Context: an optimization exercise on an open-source flow, tuned for small area. The choices shown serve that exercise and are no tape-out recipe. RTL that was checked went through simulation tests only; none was proved equivalent to the original.

## run a
==> module SR_chain, before the edit <==
module SR_chain #(parameter PH = 0) (
    input  wire       clk,
    input  wire       clr,
    input  wire [9:0] code,
    output wire       inc
);
    function automatic reachable(input integer v);
        begin
            if (PH == 0) reachable = 1'b1;
            else reachable = (v <= 721) || v == 725 || v == 739 || v == 1004 ||
                             v == 1018 || v == 1022 || v == 1023;
        end
    endfunction
    wire [31:0] row = 32'd1 << code[9:5];
    wire [31:0] col = 32'd1 << code[4:0];
    wire [1023:0] t;
    genvar r, c;
    generate for (r = 0; r < 32; r = r + 1) begin : rw
        for (c = 0; c < 32; c = c + 1) begin : cl
            if (reachable(r*32+c)) begin : e
                reg s1, s2;
                wire hit = row[r] & col[c];
                always @(posedge clk) begin
                    s1 <= hit | (s1 & ~clr);
                    s2 <= (s2 | (hit & s1)) & ~clr;
                end
                assign t[r*32+c] = hit & s1 & ~s2;
            end else begin : n
                assign t[r*32+c] = 1'b0;
            end
        end
    end endgenerate
    assign inc = |t;
endmodule
export LEC_CHECK = 0
export CAP_MARGIN = 20
export CORE_MARGIN = 2
export CORE_UTILIZATION = 40
export CTS_BUF_LIST = sky130_fd_sc_hd__clkbuf_8
export CTS_CLUSTER_DIAMETER = 100
export CTS_CLUSTER_SIZE = 12
export PLACE_DENSITY = 0.5
export SLEW_MARGIN = 20
create_clock -name core_clock -period 10.0 [get_ports {clk}]
run.sh (not shown) runs the stock make flow with config.mk's settings and CLKGATE_MAP_FILE= SYNTH_SCRIPT=/design/flow/synth_recipe.tcl, a recipe that flattens the netlist after the stock synthesis.
Run a | stages: all done | timing, DRC, antenna: all pass
[inputs] run b vs run a
diff --git a/flow/design.v b/flow/design.v
--- a/flow/design.v
+++ b/flow/design.v
@@ -13,20 +13,26 @@
         end
     endfunction
-    wire [31:0] row = 32'd1 << code[9:5];
-    wire [31:0] col = 32'd1 << code[4:0];
+    wire [3:0]  qs  = 4'd1 << code[9:8];
+    wire [15:0] row = 16'd1 << code[7:4];
+    wire [15:0] col = 16'd1 << code[3:0];
     wire [1023:0] t;
-    genvar r, c;
-    generate for (r = 0; r < 32; r = r + 1) begin : rw
-        for (c = 0; c < 32; c = c + 1) begin : cl
-            if (reachable(r*32+c)) begin : e
-                reg s1, s2;
-                wire hit = row[r] & col[c];
-                always @(posedge clk) begin
-                    s1 <= hit | (s1 & ~clr);
-                    s2 <= (s2 | (hit & s1)) & ~clr;
+    genvar q, r, c;
+    generate for (q = 0; q < 4; q = q + 1) begin : qu
+        wire [15:0] rq = row & {16{qs[q]}};
+        wire [15:0] cq = col & {16{qs[q]}};
+        for (r = 0; r < 16; r = r + 1) begin : rw
+            for (c = 0; c < 16; c = c + 1) begin : cl
+                localparam integer V = q*256 + r*16 + c;
+                if (reachable(V)) begin : e
+                    reg s1, s2;
+                    wire hit = rq[r] & cq[c];
+                    always @(posedge clk) begin
+                        s1 <= hit | (s1 & ~clr);
+                        s2 <= (s2 | (hit & s1)) & ~clr;
+                    end
+                    assign t[V] = hit & s1 & ~s2;
+                end else begin : n
+                    assign t[V] = 1'b0;
                 end
-                assign t[r*32+c] = hit & s1 & ~s2;
-            end else begin : n
-                assign t[r*32+c] = 1'b0;
             end
         end
### Flow results
NOTE floorplan die area run a->run b decreased slightly
The share of post-route cells with drive strength above 1 in run b was higher than what run a gave.
When run b is measured against run a, its total CTS buffers turns out about 0.8% lower.
Run b ends up with higher share of synthesized area occupied by flip-flops and latches than run a does.
The run with more setup slack is run a; run b has less.
The RTL of run b was laid out without a check of its function.


red:
Another version of the RTL of SR_full_top (not shown whole).
For scale: roughly 16,000 cells after synthesis, ~150,000 um2 of cells after synthesis.
export LEC_CHECK = 0
export CAP_MARGIN = 20
export CORE_MARGIN = 2
export CORE_UTILIZATION = 55
export CTS_BUF_LIST = sky130_fd_sc_hd__clkbuf_8
export CTS_CLUSTER_DIAMETER = 100
export CTS_CLUSTER_SIZE = 15
export PLACE_DENSITY = 0.65
export SLEW_MARGIN = 20
create_clock -name core_clock -period 10.0 [get_ports {clk}]
standard.sh (not shown) runs the stock make flow with config.mk's settings and CLKGATE_MAP_FILE= SYNTH_SCRIPT=/design/flow/synth_recipe.tcl, a recipe that flattens the netlist after the stock synthesis.
==> flow/flow/run.sh <==
#!/bin/bash
# The standard layout (the standard.sh, all steps), except that the
# input and output ports are buffered with the smallest buffer cell.
export BUFFER_PORTS_ARGS="-buffer_cell sky130_fd_sc_hd__buf_1"
bash standard.sh > standard.log 2>&1
Modified inputs, blue compared to red
diff --git a/flow/design.v b/flow/design.v
--- a/flow/design.v
+++ b/flow/design.v
@@ -200,13 +200,13 @@
     wire py58 = (py26 & py27) | (py56 & (py26 ^ py27));
     wire py59 = py28 ^ py29 ^ py58;
     wire py60 = (py28 & py29) | (py58 & (py28 ^ py29));
     wire py61 = py30 ^ py31 ^ py60;
     wire py62 = (py30 & py31) | (py60 & (py30 ^ py31));
     assign y0 = {py61, py59, py57, py55, py53, py51, py49, py47, py45, py43, py41, py39, py37, py35, py33};
-    localparam [NST-2:0] REGB = 11'b10010101010;
+    localparam [NST-2:0] REGB = 11'b10010101011;
     reg [14:0] xr0;
     reg [13:0] rr0;
     reg [NST+1:0] dr0;    
     always @(posedge i_clk) begin
         xr0 <= x0;
         rr0 <= y0[13:0];      
@@ -230,13 +230,13 @@
                 assign xa[i] = xq[i-1]; assign ra[i] = rq[i-1]; assign da[i] = dq[i-1];
             end else begin : sc
                 assign xa[i] = xb[i-1]; assign ra[i] = rb[i-1]; assign da[i] = db[i-1];
             end
             assign ma[i] = ~(da[i][NST-1-i] ^ da[i][NST-i]);
         end
-        cordic_iter #(.S(i+1), .FAST(1), .CSEL(i <= 2), .CSX(i == 1)) u_it(.x(xa[i]), .r(ra[i]), .m(ma[i]), .neg(da[i][NST-1-i]),
+        cordic_iter #(.S(i+1), .FAST(i >= 2), .CSEL(i == 2)) u_it(.x(xa[i]), .r(ra[i]), .m(ma[i]), .neg(da[i][NST-1-i]),
                                     .xo(xb[i]), .ro(rb[i]), .nego(gb[i]));
         if (i < NST-1) begin : dn
             assign db[i] = da[i] | ({{(NST+1){1'b0}}, gb[i]} << (NST-2-i));
             if (REGB[i]) begin : rg
                 always @(posedge i_clk) begin
                     xq[i] <= xb[i];
@@ -549,13 +549,13 @@
     wire pg115 = ((~f[13] & ~f[12]) | (f[13] & f[12])) ^ pg114;
     wire pg116 = ((~f[13] & ~f[12]) | (f[13] & f[12])) & pg114;
     wire pg117 = ((~f[13] & ~f[12]) | (~f[13] & f[12])) ^ pg116;
     wire pg118 = ((~f[13] & ~f[12]) | (~f[13] & f[12])) & pg116;
     assign o_phase = {pg117, pg115, pg113, pg111, pg109, pg107, pg105, pg103, pg101, pg99};
 endmodule
-module cordic_iter #(parameter S = 1, parameter FAST = 0, parameter CSEL = 0, parameter CSX = 0) (
+module cordic_iter #(parameter S = 1, parameter FAST = 0, parameter CSEL = 0) (
     input  wire [14:0] x,
     input  wire [13:0] r,
     input  wire        m,
     input  wire        neg,
     output wire [14:0] xo,
     output wire [13:0] ro,
@@ -564,45 +564,21 @@
     localparam LB = 14 - S;           
     genvar j;
     wire [13:0] un = ~(r ^ {14{m}});
     wire [13:0] u = ~un;
     wire [15:0] cx;
     assign cx[0] = neg;
-    if (CSX) begin : xs
-        localparam LH = LB / 2;
-        wire [15:0] e0, e1;
-        wire [14:0] y0, y1;
-        for (j = 0; j < LH; j = j + 1) begin : f
+    generate for (j = 0; j < 15; j = j + 1) begin : ax
+        if (j < LB) begin : f
             assign xo[j] = x[j] ^ u[j+S] ^ cx[j];
             assign cx[j+1] = (x[j] & u[j+S]) | (cx[j] & (x[j] ^ u[j+S]));
-        end
-        assign e0[LH] = 1'b0;
-        assign e1[LH] = 1'b1;
-        for (j = LH; j < LB; j = j + 1) begin : g
-            assign y0[j] = x[j] ^ u[j+S] ^ e0[j];
-            assign e0[j+1] = (x[j] & u[j+S]) | (e0[j] & (x[j] ^ u[j+S]));
-            assign y1[j] = x[j] ^ u[j+S] ^ e1[j];
-            assign e1[j+1] = (x[j] & u[j+S]) | (e1[j] & (x[j] ^ u[j+S]));
-            assign xo[j] = cx[LH] ? y1[j] : y0[j];
-        end
-        assign cx[LB] = cx[LH] ? e1[LB] : e0[LB];
-        for (j = LB; j < 15; j = j + 1) begin : h
+        end else begin : h
             assign xo[j] = x[j] ^ cx[j];
             assign cx[j+1] = x[j] & cx[j];
         end
-    end else begin : xr
-        for (j = 0; j < 15; j = j + 1) begin : ax
-            if (j < LB) begin : f
-                assign xo[j] = x[j] ^ u[j+S] ^ cx[j];
-                assign cx[j+1] = (x[j] & u[j+S]) | (cx[j] & (x[j] ^ u[j+S]));
-            end else begin : h
-                assign xo[j] = x[j] ^ cx[j];
-                assign cx[j+1] = x[j] & cx[j];
-            end
-        end
-    end
+    end endgenerate
     wire [14:0] ub = {1'b1, un};
     wire k = x[14];
     wire [15:0] cy;
     wire [14:0] d;
     assign cy[0] = 1'b0;
     if (CSEL) begin : cs
@@ -823,13 +799,13 @@
     cordic_rtop cordic(.i_clk(clk), .i_xval(ini), .i_yval(inq), .o_mag(mag_c), .o_phase(arg_c));
     reg [9:0] mag, arg;
     always @(posedge clk) begin
         mag <= mag_c;
         arg <= arg_c;
     end
-    wire clr = (q == 8'd241);
+    wire clr = (q == 8'd242);
     wire inc_abs, inc_arg;
     SR_chain #(.PH(0)) hist_abs(.clk(clk), .clr(clr), .code(mag), .inc(inc_abs));
     SR_chain #(.PH(1)) hist_arg(.clk(clk), .clr(clr), .code(arg), .inc(inc_arg));
     wire [6:0] c_arg, c_abs;
     DBSCAN_ARG cnt_arg(.clk(clk), .clr(clr), .inc(inc_arg), .load(q == 8'd1), .count(c_arg), .out(out0));
     DBSCAN_ARG cnt_abs(.clk(clk), .clr(clr), .inc(inc_abs), .load(q == 8'd1), .count(c_abs), .out(out1));
### Flow results
Compared with red, blue shows average footprint of a synthesized cell higher by 0.038 um2. Between blue and red, the difference in routed wire length is negligible. Summary: with red as the reference, achievable frequency in blue moved up slightly. Side by side, core region area turned out higher in blue than in red. Taking red as the reference, in blue via count of the first global-routing pass neither gained nor lost much, worst setup slack has increased.

-- afterwards: timing with drivers on the ports --
The results above use ideal ports. As a check the final layouts listed here were re-extracted and re-timed, cells and wires unchanged. Step 1 (the two cells are an assumption about what drives the block):
set clk [get_ports {clk}]
set_driving_cell -lib_cell sky130_fd_sc_hd__clkbuf_16 $clk
set_driving_cell -lib_cell sky130_fd_sc_hd__buf_2 [delete_from_list [all_inputs] $clk]
Step 2 also shifts input and output timing later by t, the mid clock arrival at the registers, as if the neighbouring blocks saw the same clock. a / b / c = ideal / step 1 / step 2; a / b = the first two.
run	t, ns	setup slack, ns	worst data-port slew with drivers (ns)
run a	1.288	0.212 / 0.212 / 0.212	0.13
run b	1.300	0.111 / 0.111 / 0.111	0.07
red	1.144	0.322 / 0.322 / 0.322	0.04
blue	1.161	0.354 / 0.354 / 0.354	0.05
After both steps setup and hold are still met in every run listed.
